From an optimization exercise on the open Yosys and OpenROAD flow, aimed at small area and a short achievable clock period; shortcuts taken in it are not production practice.
In this exercise RTL edits were held to simulation tests only and were not proved equivalent to the original.
No activity file was given, so power comes from the tool's default toggle rates.

==> module CPU, before the edit <==
module CPU( input clk,
	input rst,
	input wire [31:0] inst,
	input wire [63:0]	main_memory_input_data_path,
	output reg[63:0] main_memory_output_data_path,
	output wire[31:0] pc_inst_addr,
	output wire		Vector_Write_Access,
	output wire		Memory_Write_Access,
	output wire		Load_Vector_Flag,
	output wire 		Load_Word_Flag,
	output wire[11:0]	Main_Memory_Address
	);
	wire [5:0] op  = inst[31:26];
	wire [4:0] rd  = inst[25:21];
	wire [4:0] rs1 = inst[20:16];
	wire [4:0] rs2 = inst[15:11];
	wire [7:0] imm = inst[15:8];
	wire [63:0] mem = main_memory_input_data_path;
	wire op_add  = op == 6'b000000;
	wire op_sub  = op == 6'b000001;
	wire op_mul  = op == 6'b000010;
	wire op_and  = op == 6'b000100;
	wire op_or   = op == 6'b000101;
	wire op_xor  = op == 6'b000110;
	wire op_sll  = op == 6'b001000;
	wire op_srl  = op == 6'b001001;
	wire op_slt  = op == 6'b001010;
	wire op_seq  = op == 6'b001011;
	wire op_addi = op == 6'b001101;
	wire op_andi = op == 6'b001110;
	wire op_xori = op == 6'b001111;
	wire op_slti = op == 6'b101000;
	wire op_vadd = op == 6'b010000;
	wire op_vsub = op == 6'b010001;
	wire op_vdot = op == 6'b010010;
	wire op_lw   = op == 6'b100101;
	wire op_lv   = op == 6'b101101;
	wire op_sw   = op == 6'b100110;
	wire op_sv   = op == 6'b101110;
	wire op_rar  = op == 6'b101111;
	wire op_raw  = op == 6'b101100;
	wire op_beq  = op == 6'b100011;
	wire op_bgt  = op == 6'b011111;
	wire op_jmp  = op == 6'b110000;
	assign Load_Word_Flag      = op_lw | op_rar;
	assign Load_Vector_Flag    = op_lv | op_rar;
	assign Memory_Write_Access = op_sw | op_raw;
	assign Vector_Write_Access = op_sv | op_raw;
	assign Main_Memory_Address = inst[11:0];
	wire imm_sel = op_addi | op_andi | op_xori | op_slti | op_beq | op_bgt;
	wire s_we = op_add | op_sub | op_mul | op_and | op_or | op_xor | op_sll | op_srl |
	            op_slt | op_seq | op_addi | op_andi | op_xori | op_slti | op_lw;
	wire v_we = op_vadd | op_vsub | op_vdot | op_lv;
	reg [7:0]  R [0:30];
	reg [63:0] V [0:2];
	reg [31:0] T;
	reg [31:0] PC;
	assign pc_inst_addr = PC;
	reg [7:0] A, B;
	integer i;
	always @(*) begin
		A = 8'd0;
		B = 8'd0;
		for (i = 0; i < 31; i = i + 1) begin
			A = A | (R[i] & {8{rs1 == i}});
			B = B | (R[i] & {8{rs2 == i}});
		end
	end
	wire nva = op_sw | op_raw;
	wire [63:0] VA = (V[0] & {64{rs1 == 5'd0 && !nva}}) |
	                 (V[1] & {64{rs1 == 5'd1 && !nva}}) |
	                 (V[2] & {64{rs1 == 5'd2 && !nva}});
	wire [63:0] VB = (V[0] & {64{rs2 == 5'd0}}) |
	                 (V[1] & {64{rs2 == 5'd1}}) |
	                 (V[2] & {64{rs2 == 5'd2}});
	always @(*) begin
		main_memory_output_data_path = VA;
		main_memory_output_data_path[7:0] = VA[7:0] | (A & {8{op_sw}}) | (PC[7:0] & {8{op_raw}});
		main_memory_output_data_path[31:8] = VA[31:8] | (PC[31:8] & {24{op_raw}});
	end
	wire [7:0] B2 = imm_sel ? imm : B;
	wire do_sub = !(op_add | op_addi);
	wire [7:0] b2x = B2 ^ {8{do_sub}};
	reg [8:0] dc;
	reg [7:0] diff;
	integer d;
	always @(*) begin
		dc[0] = do_sub;
		for (d = 0; d < 8; d = d + 1) begin
			diff[d] = A[d] ^ b2x[d] ^ dc[d];
			dc[d+1] = (A[d] ^ b2x[d]) ? dc[d] : A[d];
		end
	end
	wire lt = !dc[8];                 
	wire eq = (A == B2);
	wire [7:0] prod;
	smul u_mul(.a(A), .b(B), .y(prod));
	wire [7:0] shl = (B[7:3] != 5'd0) ? 8'd0 : (A << B[2:0]);
	wire [7:0] shr = (B[7:3] != 5'd0) ? 8'd0 : (A >> B[2:0]);
	reg [7:0] alu;
	always @(*) begin
		alu = 8'd0;
		if (op_add | op_addi | op_sub) alu = diff;
		if (op_mul)                    alu = prod;
		if (op_and | op_andi)          alu = A & B2;
		if (op_or)                     alu = A | B2;
		if (op_xor | op_xori)          alu = A ^ B2;
		if (op_sll)                    alu = shl;
		if (op_srl)                    alu = shr;
		if (op_slt | op_slti)          alu = {7'd0, lt};
		if (op_seq)                    alu = {7'd0, eq};
	end
	wire [7:0] s_wdata = op_lw ? mem[7:0] : alu;
	reg [63:0] vaddsub;
	wire [7:0] dot;
	vdot_tree u_dot(.a(VA), .b(VB), .y(dot));
	integer k, m;
	reg [8:0] cy;
	reg [7:0] bb;
	always @(*) begin
		for (k = 0; k < 8; k = k + 1) begin
			bb = VB[8*k +: 8] ^ {8{op_vsub}};
			cy[0] = op_vsub;
			for (m = 0; m < 8; m = m + 1) begin
				vaddsub[8*k+m] = VA[8*k+m] ^ bb[m] ^ cy[m];
				cy[m+1] = (VA[8*k+m] ^ bb[m]) ? cy[m] : VA[8*k+m];
			end
		end
	end
	wire [63:0] v_wdata = op_lv ? mem : (op_vdot ? {56'd0, dot} : vaddsub);
	wire taken = (op_beq & !eq) | (op_bgt & !lt & !eq);
	always @(posedge clk) begin
		if (rst) PC <= 32'd0;
		else if (op_jmp) PC <= {6'd0, inst[25:0]};
		else if (taken) PC <= T;
		else PC <= PC + 32'd4;
	end
	always @(posedge clk)
		if (op_rar) T <= mem[31:0];
	integer j;
	always @(posedge clk) begin
		for (j = 0; j < 31; j = j + 1)
			if (s_we && rd == j) R[j] <= s_wdata;
		for (j = 0; j < 3; j = j + 1)
			if (v_we && rd == j) V[j] <= v_wdata;
	end
endmodule
Settings: LEC_CHECK=0, ABC_AREA=1, CAP_MARGIN=20, CORE_MARGIN=2, CORE_UTILIZATION=40, SETUP_SLACK_MARGIN=5, SLEW_MARGIN=20; clock period 12.0 ns.
standard.sh (not shown) runs the stock make flow with config.mk's settings and CLKGATE_MAP_FILE= SYNTH_SCRIPT=/design/flow/synth_recipe.tcl, a recipe that flattens the netlist after the stock synthesis.
==> flow/flow/run.sh <==
#!/bin/bash
set -euo pipefail
bash standard.sh "BUFFER_PORTS_ARGS=-buffer_cell sky130_fd_sc_hd__buf_2" \
  "CTS_ARGS=-sink_clustering_enable -repair_clock_nets -dont_use_dummy_load -buf_list {sky130_fd_sc_hd__clkbuf_2 sky130_fd_sc_hd__clkbuf_4 sky130_fd_sc_hd__clkbuf_8}" \
  finish > standard_flow.log 2>&1
Rerun with:
--- a/flow/design.v
+++ b/flow/design.v
@@ -1061,20 +1061,42 @@
 	reg [7:0]  R [0:30];
 	reg [63:0] V [0:2];
 	reg [31:0] T;
 	reg [31:0] PC;
 	assign pc_inst_addr = PC;
-	reg [7:0] A, B;
-	integer i;
-	always @(*) begin
-		A = 8'd0;
-		B = 8'd0;
-		for (i = 0; i < 31; i = i + 1) begin
-			A = A | (R[i] & {8{rs1 == i}});
-			B = B | (R[i] & {8{rs2 == i}});
+	wire [255:0] rf;
+	genvar g;
+	generate
+		for (g = 0; g < 31; g = g + 1) begin : rf_flat
+			assign rf[8*g +: 8] = R[g];
 		end
-	end
+	endgenerate
+	assign rf[255:248] = 8'd0;
+	function [7:0] rdmux(input [255:0] x, input [4:0] s);
+		reg [63:0] l1;
+		reg [15:0] l2;
+		integer q;
+		begin
+			for (q = 0; q < 8; q = q + 1)
+				case (s[1:0])
+					2'd0: l1[8*q +: 8] = x[32*q +: 8];
+					2'd1: l1[8*q +: 8] = x[32*q + 8 +: 8];
+					2'd2: l1[8*q +: 8] = x[32*q + 16 +: 8];
+					default: l1[8*q +: 8] = x[32*q + 24 +: 8];
+				endcase
+			for (q = 0; q < 2; q = q + 1)
+				case (s[3:2])
+					2'd0: l2[8*q +: 8] = l1[32*q +: 8];
+					2'd1: l2[8*q +: 8] = l1[32*q + 8 +: 8];
+					2'd2: l2[8*q +: 8] = l1[32*q + 16 +: 8];
+					default: l2[8*q +: 8] = l1[32*q + 24 +: 8];
+				endcase
+			rdmux = s[4] ? l2[15:8] : l2[7:0];
+		end
+	endfunction
+	wire [7:0] A = rdmux(rf, rs1);
+	wire [7:0] B = rdmux(rf, rs2);
 	wire nva = op_sw | op_raw;
 	wire [63:0] VA = (V[0] & {64{rs1 == 5'd0 && !nva}}) |
 	                 (V[1] & {64{rs1 == 5'd1 && !nva}}) |
 	                 (V[2] & {64{rs1 == 5'd2 && !nva}});
 	wire [63:0] VB = (V[0] & {64{rs2 == 5'd0}}) |
Result: The changed run passed the timing, design-rule and antenna checks; hold slack is worse by 0.0047 ns; total power rises by about 0.45%; clock-buffer cell count falls by 2; synthesized cell count falls by about 5%; sequential share of layout area rises by 0.14 points; first-iteration DRC count falls by about 14%; maximum frequency hardly moves.

==> afterwards: timing with drivers on the ports <==
In the flow no input, the clock included, has a driving cell. The finished layouts below were timed again as built, in two steps. Step 1, drivers: a clkbuf_16 drives clk and a buf_2 each remaining input, both assumed. Step 2 times the ports against the registers' clock, not the clock port: input delays grow and output delays shrink by t, the midpoint of the rising clock arrivals with the driver on. Three values: ideal ports, drivers, drivers and shift; two values: the first two.
run	shift t [ns]	setup WS [ns]	latest minus earliest clock arrival (ns)	slew at the worst register clock pin (ns)
the first run	0.754	4.951 / 4.898 / 4.336	0.094 / 0.093	0.07 / 0.07
the second run	0.748	4.966 / 4.921 / 4.386	0.109 / 0.109	0.07 / 0.07
After both steps every run listed still meets setup and hold. The setup slack of the first run, which loses most, moves by -0.053 ns with the drivers and by -0.615 ns with both steps.
